This design comes from an exercise in tuning for small area, a short achievable clock period and few clock cycles on the open sky130 flow, not from production work.
Function was checked by simulation only, so behaviour that the tests miss may differ from the original.
Power is estimated from default activity; no workload was simulated.

==> pepper <==
==> flow/design.v (excerpt) <==
module CPU(
    input CLK,
    input RST,
    output [31:0] imem_addr,  
    input [31:0] imem_data,  
    output [31:0] dmem_addr,  
    output [31:0] dmem_wdata,  
    output dmem_we,  
    input [31:0] dmem_rdata,  
    output halted  
    );
export LEC_CHECK = 0
export CAP_MARGIN = 20
export CORE_MARGIN = 2
export CORE_UTILIZATION = 40
export SLEW_MARGIN = 20
create_clock -name core_clock -period 22.0 [get_ports {CLK}]
standard.sh (not shown) runs the stock make flow with config.mk's settings and CLKGATE_MAP_FILE= SYNTH_SCRIPT=/design/flow/synth_recipe.tcl, a recipe that flattens the netlist after the stock synthesis.
==> flow/flow/run.sh <==
#!/bin/bash
set -euo pipefail
export SETUP_SLACK_MARGIN=16
bash standard.sh finish > flow_make.log 2>&1
==> inputs of indigo, as changes to pepper <==
--- a/flow/design.v
+++ b/flow/design.v
@@ -22,31 +22,34 @@
     reg [31:0] xir;              
     reg [29:0] xpc1;             
     reg [31:0] xa, xb;           
     reg xfa, xfb;                
     reg [4:0] xdst;              
     reg xv;                      
-    reg dpred, xpred;            
     reg [31:0] mres, mst;        
     reg mwe, mld;                
     reg [4:0] mdst;              
+    reg [31:0] wdat;             
+    reg [4:0] wdst;              
     reg halt_r;
     reg [31:0] rf [0:31];        
     reg [31:0] rv;               
     assign imem_addr = {pc, 2'b00};
     wire [29:0] pc1 = pc + 30'd1;
     wire [5:0] f_op = imem_data[31:26];
     wire f_j = f_op == JUMP || f_op == JAL;
+    wire f_jal = f_op == JAL;
     wire f_jr = f_op == JR;
-    wire [6:0] f_lo = {1'b0, pc1[5:0]} + {1'b0, imem_data[5:0]};
-    wire f_bt = f_op == BEQ && imem_data[25:21] == imem_data[20:16] &&
-                imem_data[15:6] == 10'h000 && !f_lo[6];
-    wire [29:0] f_btgt = {pc1[29:6], f_lo[5:0]};
+    wire f_bt = f_op == BEQ && imem_data[25:21] == imem_data[20:16];
+    wire [16:0] f_lo = {1'b0, pc1[15:0]} + {1'b0, imem_data[15:0]};
+    wire [13:0] f_hi = pc1[29:16];
+    wire [13:0] f_hip = f_hi + 14'd1;
+    wire [13:0] f_him = f_hi - 14'd1;
+    wire [29:0] f_btgt = {imem_data[15] ? (f_lo[16] ? f_hi : f_him) : (f_lo[16] ? f_hip : f_hi), f_lo[15:0]};
     wire [5:0] d_op = dir[31:26];
     wire [4:0] d_rs = dir[25:21], d_rt = dir[20:16], d_rd = dir[15:11];
-    wire [29:0] d_pc1 = dpc + 30'd1;
     wire d_rtype = d_op == ADDU || d_op == SUBU || d_op == OR || d_op == AND || d_op == SLTU || d_op == SLL;
     wire d_iwrt = d_op == ADDIU || d_op == ORI || d_op == SLTIU || d_op == LW;
     wire d_use_rs = d_rtype && d_op != SLL || d_iwrt || d_op == SW || d_op == BEQ || d_op == JR;
     wire d_use_rt = d_rtype || d_op == SW || d_op == BEQ;
     wire [4:0] d_dst = d_rtype ? d_rd : d_iwrt ? d_rt : d_op == JAL ? 5'd31 : 5'd0;
     reg [31:0] rf_a, rf_b;
@@ -60,15 +63,18 @@
         end
     end
     wire a_x = d_rs == xdst && xdst != 5'd0;
     wire b_x = d_rt == xdst && xdst != 5'd0;
     wire a_m = d_rs == mdst && mdst != 5'd0;
     wire b_m = d_rt == mdst && mdst != 5'd0;
-    wire [31:0] wdat = mld ? dmem_rdata : mres;
-    wire [31:0] d_a = a_m ? wdat : rf_a;
-    wire [31:0] d_b = b_m ? wdat : rf_b;
+    wire a_w = d_rs == wdst && wdst != 5'd0;
+    wire b_w = d_rt == wdst && wdst != 5'd0;
+    wire [31:0] a_nm = a_w ? wdat : rf_a;
+    wire [31:0] b_nm = b_w ? wdat : rf_b;
+    wire [31:0] d_a = a_m & mld ? dmem_rdata : a_m ? mres : a_nm;
+    wire [31:0] d_b = b_m & mld ? dmem_rdata : b_m ? mres : b_nm;
     wire d_replay = dv & xv & xir[31:26] == LW & (d_use_rs & a_x | d_use_rt & b_x);
     wire [5:0] op = xir[31:26];
     wire [4:0] sh = xir[10:6];
     wire [31:0] sx = {{16{xir[15]}}, xir[15:0]};
     wire [31:0] zx = {16'b0, xir[15:0]};
     wire i_or = op == OR, i_and = op == AND, i_sltu = op == SLTU, i_sll = op == SLL;
@@ -88,63 +94,58 @@
         (i_sltu | i_sltiu) ? {31'b0, lt} :
         i_sll ? (B << sh) :
         i_jal ? {xpc1, 2'b00} :
         sum[31:0];
     wire eq = A == B;
     wire [29:0] x_btgt = xpc1 + sx[29:0];
-    wire x_mis = xv & (i_beq & (eq ^ xpred) | i_jr & A[31:2] != dpc);
+    wire x_mis = xv & (i_beq & (~dv | (eq ? x_btgt != dpc : xpc1 != dpc)) |
+                       i_jr & (~dv | A[31:2] != dpc));
     wire [29:0] x_tgt = i_jr ? A[31:2] : eq ? x_btgt : xpc1;
     wire x_halt = xv & i_halt;
-    wire ovr = x_mis | d_replay;
-    wire [29:0] pc_ovr = x_mis ? x_tgt : dpc;
-    wire s_j = ~ovr & f_j;
-    wire s_bt = ~ovr & ~f_j & f_bt;
-    wire s_jr = ~ovr & ~f_j & ~f_bt & f_jr;
-    wire s_seq = ~ovr & ~f_j & ~f_bt & ~f_jr;
-    wire [29:0] pc_next = {30{ovr}} & pc_ovr | {30{s_j}} & {pc1[29:26], imem_data[25:0]} |
-                          {30{s_bt}} & f_btgt | {30{s_jr}} & ras | {30{s_seq}} & pc1;
     wire kill = x_mis | x_halt | halt_r;
     always @(posedge CLK or posedge RST)
         if (RST) begin
             pc <= 30'b0;
             dv <= 1'b0;
             xv <= 1'b0;
             xdst <= 5'b0;
             mwe <= 1'b0;
             mld <= 1'b0;
             mdst <= 5'b0;
+            wdst <= 5'b0;
             halt_r <= 1'b0;
         end else begin
             if (x_halt) halt_r <= 1'b1;
-            pc <= pc_next;
+            pc <= x_mis ? x_tgt : d_replay ? dpc : f_j ? {pc1[29:26], imem_data[25:0]} :
+                  f_bt ? f_btgt : f_jr ? ras : pc1;
             dv <= ~(kill | d_replay);
             xv <= dv & ~(kill | d_replay);
             xdst <= dv & ~(kill | d_replay) ? d_dst : 5'd0;
             mwe <= xv & i_sw;
             mld <= xv & i_lw;
             mdst <= xv ? xdst : 5'd0;
+            wdst <= mdst;
         end
     always @(posedge CLK) begin
-        if (d_op == JAL) ras <= d_pc1;
+        if (f_jal) ras <= pc1;
         dir <= imem_data;
         dpc <= pc;
         xir <= dir;
-        xpc1 <= d_pc1;
-        dpred <= f_j | f_bt | f_jr;
-        xpred <= dpred;
+        xpc1 <= dpc + 30'd1;
         xa <= d_a;
         xb <= d_b;
         xfa <= a_x;
         xfb <= b_x;
         mres <= res;
         mst <= B;
+        wdat <= mld ? dmem_rdata : mres;
     end
     always @(posedge CLK or posedge RST)
         if (RST) rv <= 32'b0;
-        else if (mdst != 5'd0) rv[mdst] <= 1'b1;
+        else if (wdst != 5'd0) rv[wdst] <= 1'b1;
     always @(posedge CLK)
-        if (mdst != 5'd0) rf[mdst] <= wdat;
+        if (wdst != 5'd0) rf[wdst] <= wdat;
     assign dmem_addr = mres;
     assign dmem_wdata = mst;
     assign dmem_we = mwe;
     assign halted = halt_r;
 endmodule
==> flow/run.sh (new file) <==
#!/bin/bash
# synth_recipe.tcl (not shown) runs the flow's synth.tcl, then flattens the netlist and writes it again
# the make line also repeats each setting of config.mk as NAME=value (left out here)
make -C /OpenROAD-flow-scripts/flow DESIGN_CONFIG=/design/flow/config.mk WORK_HOME=/design/flow/orfs CLKGATE_MAP_FILE= SYNTH_SCRIPT=/design/flow/synth_recipe.tcl finish
removed: flow/flow/run.sh
removed: flow/standard.sh
==> inputs of harbor, as changes to pepper <==
==> flow/flow/run.sh (replaced) <==
#!/bin/bash
set -euo pipefail
export SETUP_SLACK_MARGIN=16.4
export BUFFER_PORTS_ARGS="-buffer_cell sky130_fd_sc_hd__buf_2"
export CTS_ARGS="-sink_clustering_enable -repair_clock_nets -dont_use_dummy_load"
bash standard.sh finish > flow_make.log 2>&1
==> inputs of sierra, as changes to pepper <==
==> flow/flow/run.sh (replaced) <==
#!/bin/bash
set -euo pipefail
export SETUP_SLACK_MARGIN=16.4
export BUFFER_PORTS_ARGS="-buffer_cell sky130_fd_sc_hd__buf_2"
export CTS_ARGS="-sink_clustering_enable -repair_clock_nets -dont_use_dummy_load -sink_clustering_size 24 -sink_clustering_max_diameter 100"
bash standard.sh finish > flow_make.log 2>&1
- CORE_UTILIZATION: 40 -> 60
==> comparison table <==
| metric | harbor | sierra | pepper | indigo |
|---|---|---|---|---|
| Status | complete, no violations | complete, no violations | complete, no violations | complete, no violations |
| Worst setup path start | pc[12]$_DFF_PP0_ | dmem_rdata[4] | dmem_rdata[17] | imem_data[0] |
| Number of sinks driven by the clock tree | 1344 | 1344 | 1344 | 1379 |
| Post-synth cell types | 88 | 88 | 88 | 85 |
| Clock distribution power | 2.01 mW | 1.36 mW | 2.49 mW | 2.52 mW |
| Combined area of all synthesized cells | 61910 µm² | 61910 µm² | 61910 µm² | 65880 µm² |
| Die Height | 397.4 µm | 325.2 µm | 397.4 µm | 409.8 µm |
| Number of buffers inserted by post-CTS setup repair | 68 | 56 | 35 | 0 |
| Number of non-clock inverters | 107 | 110 | 105 | 122 |
| Antenna cell count | 10 | 6 | 10 | 17 |
| Final critical path time including I/O delays and setup | 5.766 ns | 5.679 ns | 5.992 ns | 8.507 ns |
| Number of inserted filler cells in the final layout | 13.72k | 7526 | 13.72k | 14.64k |
| Largest net degree at the start of global routing | 67 | 60 | 52 | 58 |
| Design internal power | 4.522 mW | 3.967 mW | 4.778 mW | 5.202 mW |
| Kind of end point of the critical path | output port | flop | flop | flop |
Testbench counts of pepper, summed over its fixed seeds: cycles 34,766.
Testbench counts of indigo, summed over its fixed seeds: cycles 34,702.
Testbench counts of harbor, summed over its fixed seeds: cycles 34,766.
Testbench counts of sierra, summed over its fixed seeds: cycles 34,766.

## port drivers added, routing unchanged
How much do the figures lean on ideal ports? The routed layouts below were timed once more, with nothing changed but the port constraints.
Step 1, drivers: a clkbuf_16 drives CLK and a buf_2 each remaining input, both assumed.
Step 2 moves the port delays by t, midway between the first and last clock arrival at a register: inputs arrive t later, outputs are due t later. That takes back most of the time a late clock gives input paths.
Three values: no drivers, after step 1, after step 2; two values: the first two.
run	shift t [ns]	setup slack, ns	worst data-port slew with drivers (ns)	pins driven straight from the clock port
pepper	0.887	16.008 / 15.944 / 15.180	0.06	1
indigo	0.885	13.493 / 13.553 / 12.668	0.16	1
harbor	0.852	16.234 / 16.154 / 15.562	0.13	1
sierra	0.747	16.321 / 16.251 / 15.627	0.05	1
After both steps every run listed still meets setup and hold. For pepper, which loses most, drivers alone change the setup slack by -0.064 ns; drivers and shift together by -0.828 ns.
